What follows belongs to an exercise in optimizing a design on an open flow for small area and a short achievable clock period; a production flow would make more cautious choices.
Power is estimated from default activity; no workload was simulated.

Design ALU, start of the top module:
module ALU(
input clk,
input [15:0] a, b,
input [3*8:0] op,
output [31:0] out
    );
For scale: about 980 cells after synthesis, about 32 flip-flops, about 90 I/O pins.
==> flow/config.mk <==
export PLATFORM = sky130hd
export DESIGN_NAME = ALU
export DESIGN_NICKNAME = ALU
export VERILOG_FILES = /design/flow/design.v
export SDC_FILE = /design/flow/constraint.sdc
export NUM_CORES = 4
export LEC_CHECK = 0
export CAP_MARGIN = 20
export CORE_MARGIN = 2
export CORE_UTILIZATION = 40
export SLEW_MARGIN = 20
==> flow/constraint.sdc <==
create_clock -name core_clock -period 28.0 [get_ports {clk}]
set_input_delay 5.6000 -clock core_clock [delete_from_list [all_inputs] [get_ports {clk}]]
set_output_delay 5.6000 -clock core_clock [all_outputs]
set_load 0.01 [all_outputs]
standard.sh (not shown) runs the stock make flow with config.mk's settings and CLKGATE_MAP_FILE= SYNTH_SCRIPT=/design/flow/synth_recipe.tcl, a recipe that flattens the netlist after the stock synthesis.
==> flow/flow/run.sh <==
#!/bin/bash
# Layout flow: the standard ORFS flow, with
#  - the generated multiplier, adder and result-select modules mapped gate for gate onto
#    cells (flow/map_cells.py) before synthesis, so Yosys keeps their structure as written;
#  - small port buffers, a small clock tree without dummy loads, and an optional
#    timing-repair slack target.
set -euo pipefail
MARGIN=$(cat flow/margin.txt 2>/dev/null || echo 0)
BUF=$(cat flow/portbuf.txt 2>/dev/null || echo sky130_fd_sc_hd__buf_2)
CTS=$(cat flow/cts_args.txt 2>/dev/null || echo "-sink_clustering_enable -repair_clock_nets")
python3 flow/map_cells.py design.v design_mapped.v > map_cells.log 2>&1
bash standard.sh "VERILOG_FILES=$PWD/design_mapped.v" "BUFFER_PORTS_ARGS=-buffer_cell $BUF" \
  "SETUP_SLACK_MARGIN=$MARGIN" "CTS_ARGS=$CTS" finish > standard.log 2>&1
==> flow/flow/cts_args.txt <==
-buf_list sky130_fd_sc_hd__clkbuf_4 -root_buf sky130_fd_sc_hd__clkbuf_4 -sink_clustering_enable -dont_use_dummy_load -repair_clock_nets
Other scripts of this flow, unchanged in this note and not shown: flow/flow/map_cells.py
The baseline produced a clean layout.
Rerun with:
==> flow/flow/run.sh (replaced) <==
#!/bin/bash
# Layout flow: the standard ORFS flow, with
#  - the generated multiplier and adder modules mapped gate for gate onto cells (flow/map_cells.py)
#    before synthesis, so Yosys keeps their adder structure as written;
#  - small port buffers and a timing-repair slack target.
set -euo pipefail
MARGIN=$(cat flow/margin.txt 2>/dev/null || echo 0)
BUF=$(cat flow/portbuf.txt 2>/dev/null || echo sky130_fd_sc_hd__buf_2)
python3 flow/map_cells.py design.v design_mapped.v > map_cells.log 2>&1
bash standard.sh "VERILOG_FILES=$PWD/design_mapped.v" "BUFFER_PORTS_ARGS=-buffer_cell $BUF" "SETUP_SLACK_MARGIN=$MARGIN" finish > standard.log 2>&1
removed: flow/flow/cts_args.txt
After rerunning: Hold slack improved by 0.11 ns. Fmax is about the same. Die area stays the same. Non-clock buffer count stays the same. Via count hardly moves. Sequential power is about the same. Sequential share of layout area hardly moves. Synthesized area does not change. Worst setup slack loses 0.0061 ns.
Function was not checked in any run of this note: the RTL went through the layout flow alone.

---

ALU, a different RTL version from the one above (not shown whole).
Size in the first run: ~1000 cells after synthesis, ~90 I/O pins, roughly 9200 um2 of cells after synthesis.
==> flow/config.mk <==
export PLATFORM = sky130hd
export DESIGN_NAME = ALU
export DESIGN_NICKNAME = ALU
export VERILOG_FILES = /design/flow/design.v
export SDC_FILE = /design/flow/constraint.sdc
export NUM_CORES = 4
export LEC_CHECK = 0
export CAP_MARGIN = 20
export CORE_MARGIN = 2
export CORE_UTILIZATION = 40
export SLEW_MARGIN = 20
==> flow/constraint.sdc <==
create_clock -name core_clock -period 28.0 [get_ports {clk}]
set_input_delay 5.6000 -clock core_clock [delete_from_list [all_inputs] [get_ports {clk}]]
set_output_delay 5.6000 -clock core_clock [all_outputs]
set_load 0.01 [all_outputs]
==> flow/flow/run.sh <==
#!/bin/bash
# Layout flow: the standard ORFS flow, with
#  - the generated multiplier, adder and result-select modules mapped gate for gate onto
#    cells (flow/map_cells.py) before synthesis, so Yosys keeps their structure as written;
#  - small port buffers, a small clock tree without dummy loads, and an optional
#    timing-repair slack target.
set -euo pipefail
MARGIN=$(cat flow/margin.txt 2>/dev/null || echo 0)
BUF=$(cat flow/portbuf.txt 2>/dev/null || echo sky130_fd_sc_hd__buf_2)
CTS=$(cat flow/cts_args.txt 2>/dev/null || echo "-sink_clustering_enable -repair_clock_nets")
python3 flow/map_cells.py design.v design_mapped.v > map_cells.log 2>&1
bash standard.sh "VERILOG_FILES=$PWD/design_mapped.v" "BUFFER_PORTS_ARGS=-buffer_cell $BUF" \
  "SETUP_SLACK_MARGIN=$MARGIN" "CTS_ARGS=$CTS" finish > standard.log 2>&1
Other scripts of this flow, unchanged in this note and not shown: flow/flow/cts_args.txt, flow/flow/map_cells.py
Change:
ABC_CLOCK_PERIOD_IN_PS = 1500   (was default)
The new run completed without violations; routed wire length is unchanged; non-clock buffer count stays the same; setup slack stays the same; power is unchanged; combinational power hardly moves; global-route usage stays the same.
No run of this note included a check of the RTL's function; only the layout flow was run.

---

Another version of the RTL of ALU (not shown whole).
Size: about 1,000 cells after synthesis, roughly 32 flip-flops.
clock: 28.0 ns
lec_check: 0
cap_margin: 20
core_margin: 2
core_utilization: 40
slew_margin: 20
==> flow/flow/run.sh <==
#!/bin/bash
# Layout flow: the standard ORFS flow, with
#  - the generated multiplier and adder modules mapped gate for gate onto cells (flow/map_cells.py)
#    before synthesis, so Yosys keeps their adder structure as written;
#  - small port buffers and a timing-repair slack target.
set -euo pipefail
MARGIN=$(cat flow/margin.txt 2>/dev/null || echo 0)
BUF=$(cat flow/portbuf.txt 2>/dev/null || echo sky130_fd_sc_hd__buf_2)
python3 flow/map_cells.py design.v design_mapped.v > map_cells.log 2>&1
bash standard.sh "VERILOG_FILES=$PWD/design_mapped.v" "BUFFER_PORTS_ARGS=-buffer_cell $BUF" "SETUP_SLACK_MARGIN=$MARGIN" finish > standard.log 2>&1
==> flow/flow/margin.txt <==
0
Other scripts of this flow, unchanged in this note and not shown: flow/flow/map_cells.py
Next try:
==> flow/flow/margin.txt (replaced) <==
14
After rerunning: Power rises by 10%; via count rises by 3.4%; area after synthesis is unchanged; final area rises by 7.0%; global-route usage rises by 0.35 points; combinational power rises by 45%.
Function was not checked in any run of this note: the RTL went through the layout flow alone.

## afterwards: timing with drivers on the ports
In the flow no input, the clock included, has a driving cell. The finished layouts below were timed again as built, in two steps. Step 1 (the two cells are an assumption about what drives the block):
set clk [get_ports {clk}]
set_driving_cell -lib_cell sky130_fd_sc_hd__clkbuf_16 $clk
set_driving_cell -lib_cell sky130_fd_sc_hd__buf_2 [delete_from_list [all_inputs] $clk]
Step 2 also shifts input and output timing later by t, the mid clock arrival at the registers, as if the neighbouring blocks saw the same clock. Three values: no drivers, after step 1, after step 2; two values: the first two.
run | t, ns | slack for setup (ns) | worst hold slack (ns) | slew at the worst register clock pin (ns) | pins driven straight from the clock port
the first run of note 1 | 0.411 | 13.601 / 13.569 / 13.569 | 5.644 / 5.626 / 6.038 | 0.12 / 0.12 | 1
the second run of note 1 | 0.335 | 13.595 / 13.563 / 13.563 | 5.754 / 5.735 / 6.070 | 0.06 / 0.06 | 1
the first run of note 2 | 0.349 | 13.655 / 13.632 / 13.632 | 5.725 / 5.715 / 6.064 | 0.09 / 0.09 | 1
the second run of note 2 | 0.349 | 13.655 / 13.632 / 13.632 | 5.725 / 5.715 / 6.064 | 0.09 / 0.09 | 1
the first run of note 3 | 0.341 | 13.335 / 13.312 / 13.312 | 5.769 / 5.780 / 6.119 | 0.06 / 0.06 | 1
the second run of note 3 | 0.348 | 14.011 / 13.990 / 13.990 | 5.768 / 5.771 / 6.118 | 0.07 / 0.07 | 1
After both steps setup and hold are still met in every run listed.
